What follows belongs to an exercise in optimizing a design on an open flow for small area; a production flow would make more cautious choices. Only simulation tests tie the RTL to the original design; equivalence was not proved. Power figures rest on the tool's default switching activity, not on a simulated workload.

==> design/flow/design.v <==
`timescale 1ns / 1ps
module riscv(
    input  wire        clk,
    input  wire        rst,
    input  wire [31:0] inst_i,
    output wire [31:0] inst_addr_o,
    output reg         inst_ce_o,
    input  wire [31:0] data_i,
    output wire        data_we_o,
    output wire        data_ce_o,
    output wire [31:0] data_addr_o,
    output wire [31:0] data_o
);
always @(posedge clk) inst_ce_o <= ~rst;
reg  [2:0]  ph;
reg         clr;           
reg  [31:2] pc;
reg  [31:0] res;           
reg  [31:0] adr;           
reg         cy;            
reg         eqf;           
reg  [4:0]  sa;            
reg  [4:0]  sb;            
reg         wb_en, ld_p, st_p, srl_p;
reg  [4:0]  wb_rd;
wire ph0 = (ph == 3'd0);
wire ph1 = (ph == 3'd1);
wire ph7 = (ph == 3'd7);
wire [6:0] op = inst_i[6:0];
wire [2:0] f3 = inst_i[14:12];
wire [6:0] f7 = inst_i[31:25];
wire [4:0] rd  = inst_i[11:7];
wire [4:0] rs1 = inst_i[19:15];
wire [4:0] rs2 = inst_i[24:20];
wire is_jal  = (op == 7'b1101111);
wire is_br   = (op == 7'b1100011) && (f3[1:0] == 2'b00);
wire is_lw   = (op == 7'b0000011) && (f3 == 3'b010);
wire is_sw   = (op == 7'b0100011) && (f3 == 3'b010);
wire is_addi = (op == 7'b0010011) && (f3 == 3'b000);
wire r_op    = (op == 7'b0110011);
wire r_f7z   = (f7 == 7'b0000000);
wire is_add  = r_op && r_f7z && (f3 == 3'b000);
wire is_sub  = r_op && (f7 == 7'b0100000) && (f3 == 3'b000);
wire is_sll  = r_op && r_f7z && (f3 == 3'b001);
wire is_xor  = r_op && r_f7z && (f3 == 3'b100);
wire is_srl  = r_op && r_f7z && (f3 == 3'b101);
wire is_or   = r_op && r_f7z && (f3 == 3'b110);
wire is_and  = r_op && r_f7z && (f3 == 3'b111);
wire writes  = (is_jal | is_lw | is_addi | is_add | is_sub | is_sll | is_xor |
                is_srl | is_or | is_and) && (rd != 5'd0);
wire sub_op  = is_sub | is_br;
wire [3:0] wdata;
wire [3:0] wd = clr ? 4'd0 : wdata;
wire [3:0] tail [0:31];
assign tail[0] = 4'd0;
genvar r;
generate for (r = 1; r < 32; r = r + 1) begin : g_rf
    reg [31:0] q;
    wire we = clr | (wb_en && wb_rd == r);
    assign tail[r] = we ? wd : q[3:0];
    always @(posedge clk) q <= {tail[r], q[31:4]};
end endgenerate
wire [3:0] ra = tail[rs1];
wire [3:0] rb = tail[rs2];
wire [31:0] pcw   = {pc, 2'b00};
wire [3:0]  pcnib = pcw[{ph, 2'b00} +: 4];
wire [31:0] immI  = {{20{inst_i[31]}}, inst_i[31:20]};
wire [31:0] immS  = {{20{inst_i[31]}}, inst_i[31:25], inst_i[11:7]};
wire [31:0] immB  = {{20{inst_i[31]}}, inst_i[7], inst_i[30:25], inst_i[11:8], 1'b0};
wire [31:0] immJ  = {{12{inst_i[31]}}, inst_i[19:12], inst_i[20], inst_i[30:21], 1'b0};
wire [3:0]  iInib = immI[{ph, 2'b00} +: 4];
wire [3:0]  iSnib = immS[{ph, 2'b00} +: 4];
wire [3:0] a = is_jal ? pcnib : ra;
wire [3:0] b = (is_addi | is_lw) ? iInib :
               is_sw ? iSnib :
               is_jal ? {1'b0, ph0, 2'b00} :
               (is_sll | is_srl) ? 4'd0 : rb;
wire       cin = ph0 ? sub_op : cy;
wire [4:0] sum = {1'b0, a} + {1'b0, (sub_op ? ~b : b)} + {4'd0, cin};
wire       zero_now = (sum[3:0] == 4'd0) & (ph0 | eqf);
wire       lt = (a[3] ^ b[3]) ? a[3] : sum[3];
wire       taken = is_jal | (is_br & (f3[2] ? lt : zero_now));
wire [4:0] s_cur = ph0 ? {1'b0, rb} : ph1 ? {rb[0], sa[3:0]} : sa;
wire [35:0] vl  = {a, adr};
wire [35:0] shl = vl >> (6'd32 - {1'b0, s_cur});
wire [6:0]  kl  = {2'b00, ph, 2'b00} - {2'b00, s_cur};
wire [3:0]  win_l;
genvar j;
generate for (j = 0; j < 4; j = j + 1) begin : g_wl
    wire [6:0] m = {2'b00, ph, 2'b00} + j - {2'b00, s_cur};
    assign win_l[j] = shl[j] & ~m[6];
end endgenerate
wire [31:0] shr = adr >> sb;
wire [3:0]  win_r;
generate for (j = 0; j < 4; j = j + 1) begin : g_wr
    wire [6:0] m = {2'b00, ph, 2'b00} + j + {2'b00, sb};
    assign win_r[j] = shr[j] & ~m[5];
end endgenerate
wire [3:0] rnib = is_sw  ? rb :
                  is_sll ? win_l :
                  is_xor ? (a ^ b) :
                  is_or  ? (a | b) :
                  is_and ? (a & b) : sum[3:0];
wire ldin = ld_p & ph0;
assign wdata = ldin ? data_i[3:0] : srl_p ? win_r : res[3:0];
always @(posedge clk) begin
    cy  <= sum[4];
    eqf <= zero_now;
    adr <= {sum[3:0], adr[31:4]};
    res[31:28] <= rnib;
    res[27:24] <= ldin ? data_i[31:28] : (ph1 & is_sll & rb[0]) ? 4'd0 : res[31:28];
    res[23:0]  <= ldin ? data_i[27:4] : res[27:4];
    if (ph0) sa[3:0] <= rb;
    if (ph1) sa[4] <= rb[0];
end
wire [31:2] npc = pc + (taken ? (is_jal ? immJ[31:2] : immB[31:2]) : 30'd1);
always @(posedge clk) begin
    if (rst) begin
        ph    <= 3'd0;
        clr   <= 1'b1;
        pc    <= 30'd0;
        wb_en <= 1'b0;
        ld_p  <= 1'b0;
        st_p  <= 1'b0;
        srl_p <= 1'b0;
    end else begin
        ph <= ph + 3'd1;
        if (ph7) begin
            clr   <= 1'b0;
            pc    <= npc;
            wb_en <= writes;
            wb_rd <= rd;
            ld_p  <= is_lw;
            st_p  <= is_sw;
            srl_p <= is_srl;
            sb    <= s_cur;
        end
    end
end
assign inst_addr_o = {pc, 2'b00};
assign data_addr_o = adr;
assign data_o      = res;
assign data_ce_o   = ph0 & (ld_p | st_p);
assign data_we_o   = ph0 & st_p;
endmodule
==> design/flow/run.sh <==
#!/bin/bash
# synth_recipe.tcl (not shown) runs the flow's synth.tcl, then flattens the netlist and writes it again
# the make line also repeats each setting of config.mk as NAME=value (left out here)
make -C /OpenROAD-flow-scripts/flow DESIGN_CONFIG=/design/flow/config.mk WORK_HOME=/design/flow/orfs CLKGATE_MAP_FILE= SYNTH_SCRIPT=/design/flow/synth_recipe.tcl finish
==> design/flow/config.mk <==
export PLATFORM = sky130hd
export DESIGN_NAME = riscv
export DESIGN_NICKNAME = riscv
export VERILOG_FILES = /design/flow/design.v
export SDC_FILE = /design/flow/constraint.sdc
export NUM_CORES = 4
export LEC_CHECK = 0
export CAP_MARGIN = 20
export CORE_MARGIN = 2
export CORE_UTILIZATION = 40
export SETUP_SLACK_MARGIN = 0.8
export SLEW_MARGIN = 20
==> design/flow/constraint.sdc <==
create_clock -name core_clock -period 10.0 [get_ports {clk}]
set_input_delay 2.0000 -clock core_clock [delete_from_list [all_inputs] [get_ports {clk}]]
set_output_delay 2.0000 -clock core_clock [all_outputs]
set_load 0.01 [all_outputs]
==> run summary <==
-- stage by stage --
step	total power [mW]	std cells	utilization, %	area, sq um
3_3_place_gp	4.877	4525	45.76	39580
5_1_grt	8.896	4734	50.42	43610
6_report	8.611	4735	50.43	43610
4_1_cts	8.683	4716	49.79	43060
2_1_floorplan	4.747	3072	-	34810
3_5_place_dp	4.876	4525	45.77	39580
-- area by class of cell --
class	instances	area, sq um	area share [%]
antenna	2	5.005	0.01148
clock buffer	151	3019	6.923
clock inverter	39	377.9	0.8665
inverter	60	226.5	0.5193
multi-input combinational	1740	11950	27.41
sequential	1112	22410	51.39
tap	1155	1445	3.314
timing repair buffer	476	4170	9.563
-- synth_stat cells, types with 14 or more instances --
cell	count	area, sq um
a22oi_1	25	187.7
edfxtp_1	15	450.4
a22o_1	16	140.1
inv_1	57	214.0
o21ai_0	186	930.9
buf_2	36	180.2
a211oi_1	43	322.8
or3_1	15	93.84
a31oi_1	18	112.6
o211ai_1	33	247.7
dfxtp_1	1097	21960
a32oi_1	17	148.9
nor4_1	19	118.9
o22ai_1	19	118.9
nand4_1	59	369.1
mux4_2	38	855.8
xnor2_1	23	201.4
clkbuf_1	107	401.6
nor2b_1	61	381.6
mux2i_1	57	570.6
nor3_1	37	185.2
a21oi_1	80	400.4
nand3b_1	14	105.1
nand2b_1	31	193.9
and3_1	20	125.1
a21o_1	16	120.1
o31ai_1	14	105.1
o2111ai_1	19	166.4
nand3_1	152	760.7
nand2_1	278	1044
ha_1	53	663.1
nor3b_1	17	127.6
nor2_1	149	559.3
-- logic make-up (layout without fill, tap and decap cells) --
kind of cell / after synthesis / after routing / share of synthesized area, %
buf+inv: 220 / 726 / 2.570
mux: 107 / 107 / 4.487
compound gates: 600 / 600 / 11.69
fa+ha+maj: 56 / 56 / 2.078
xor+xnor: 32 / 32 / 0.8269
flops: 1112 / 1112 / 64.39
simple gates: 943 / 943 / 13.95
other cells: 1 / 4 / 0.01077
-- sequential cells by signal, summed over array words and instances, names as in the netlist, 3 cells and up --
name and flops:
ph 3, pc 30, g_rf.q 992, sa 5, sb 5, res 32
adr 32, wb_rd 5
-- critical path: cells and delay by family --
kind | cells | cell delay, ps
and+or+nand+nor | 11 | 2340
AOI/OAI and AO/OA | 11 | 2500
adders and majority gates | 2 | 410
xor gates and xnor gates | 1 | 100
buffers and inverters | 14 | 2330
-- layer usage --
layer  wire length (um)  global-route usage (%)  up-vias
li1                   -                       -    11807
met1              53090                   35.92    12447
met2              55090                   42.37     1185
met3               8793                   5.067      355
met4               8951                   17.23        2
met5                 11                       0        -
-- report_power, final --
group / total [mW] / switching, mW / internal (mW)
clock: 3.82 / 1.65 / 2.17
combinational: 0.346 / 0.201 / 0.145
sequential: 4.45 / 0.00460 / 4.44
total: 8.61 / 1.86 / 6.75
-- what timing repair did --
action                                  CTS  global route
hold buffers                              0             0
setup buffers                             1            13
gates cloned                              0             4
pin swaps                                 7            34
endpoints found under the setup margin   14            17
gates resized for setup                  17            86
-- worst paths after layout --
path | to
setup / recovery | pc[30]
setup reg to reg | pc[30]
hold / removal | g_rf[11].q[12]
hold reg to reg | g_rf[11].q[12]
==> results.ini <==
[cts]
cts_made_buffers=101
htree_num_levels=3
cts_tree=done
ctsLongestPathBuffers=3
clkSinkCount=1112
root_buffer=clkbuf_16
clk_pin_slew_ps=70
clkLatencyLatePin_ps=690

[synth]
ys_async_sr_fraction_pct=0
synth-seq-cells=1112
synth-edff-count=15
synth_warnings=1
ys_types=95
synthesis.area_sq_um=34800
postSynthAreaPerCell_sq_um=11.33
ys_seq_area_share_pct=64.39
ys.flop_type=dfxtp_1
syn_inst=3071

[routing]
dr.pass1.iters=6
ant_nets=0
drcViolationCount=0
via_count=25796
routed_via_density=5.448
routed_wl_mm=125.9
drtIter0Drc=2365
wire_per_inst_um=26.60

[global_routing]
grt_max_degree=62
antenna_found_initial=4
grt_pass1_vias=24994
grt_pass1_wl_mm=178.4
grt_overflow=0
track_usage_pct=27.56

[cells_and_area]
synthToLayoutAreaGrowth_pct=25.30
num-fill-cells=7741
mostFrequentLayoutCells=dfxtp_1, buf_4, nand2_1
drive_gt1_share_pct=18.00
nets=3613
layout_commonest_cell=dfxtp_1

[critical_path]
worstPathArrival_ps=9690
reg2reg_depth=34
worstPathMaxFanout=12
critPathKind=input port to flip-flop
cp-startpoint=inst_i[17]
critical-path-slowest-cell=clkdlybuf4s50_1
required_ps=10570
crit_top_cell=buf_4
r2r_slack_ps=940
rr_startpoint=wb_rd[0]
critPathCaptureType=flip-flop
cp-start-kind=input port
max_stage_delay_ps=510

[hold_path]
min_from=g_rf[11].q[16]
hold_class=flip-flop to flip-flop
hold_depth=0

[sta]
hold_violations=0
period_share_pct=91.15
tns_ps=0
relSlewSlack_pct=32.26
finalMaxSlewViolations=0
whs_ps=286.3
fmax_mhz=109.7
worst_slack_ps=885.1
worst_pin_slew_ps=1013
skew_ps=49.58
layout_min_cycle_time_ps=9115
grt_setup_unrepaired=no
setup_violations=0

[floorplan]
die-area_sq_um=89380
io_pins=165
core_area_sq_um=86480
die_h_um=299.0
initial_utilization_pct=40.24
rows=108
die_w_um=299.0

[flow_run]
max_cap_violations=0

[status]
status=complete, no violations

[placement]
port_buffers=162
pre_cts_ws_ps=-332.1
hpwl_mm=93.39
place.gp.congestion=1.068

[power_and_ir_drop]
power_density_nw_per_um2=197.5
p_leak_nw=16.96
ir_worst_vdd_mv=0.2103

==> afterwards: timing with drivers on the ports <==
How much do the figures lean on ideal ports? The routed layout below was timed once more, with nothing changed but the port constraints. Step 1: set_driving_cell puts a clkbuf_16 on clk and a buf_2 on each other input, an assumption about the parent block. Step 2 adds t to the input delays and takes it off the output delays; t is the mean of the earliest and latest rising clock arrival at the registers after step 1. Input paths then give back, and output paths get back, about the clock's delay inside the block. a / b / c = no drivers / after step 1 / after step 2; a / b = the first two.
t (ns): 0.730
setup slack, ns: 0.885 / 0.930 / 0.199
clock arrival spread, ns: 0.051 / 0.051
After both steps setup and hold are still met in this run. For this run, drivers alone change the setup slack by +0.045 ns; drivers and shift together by -0.686 ns.
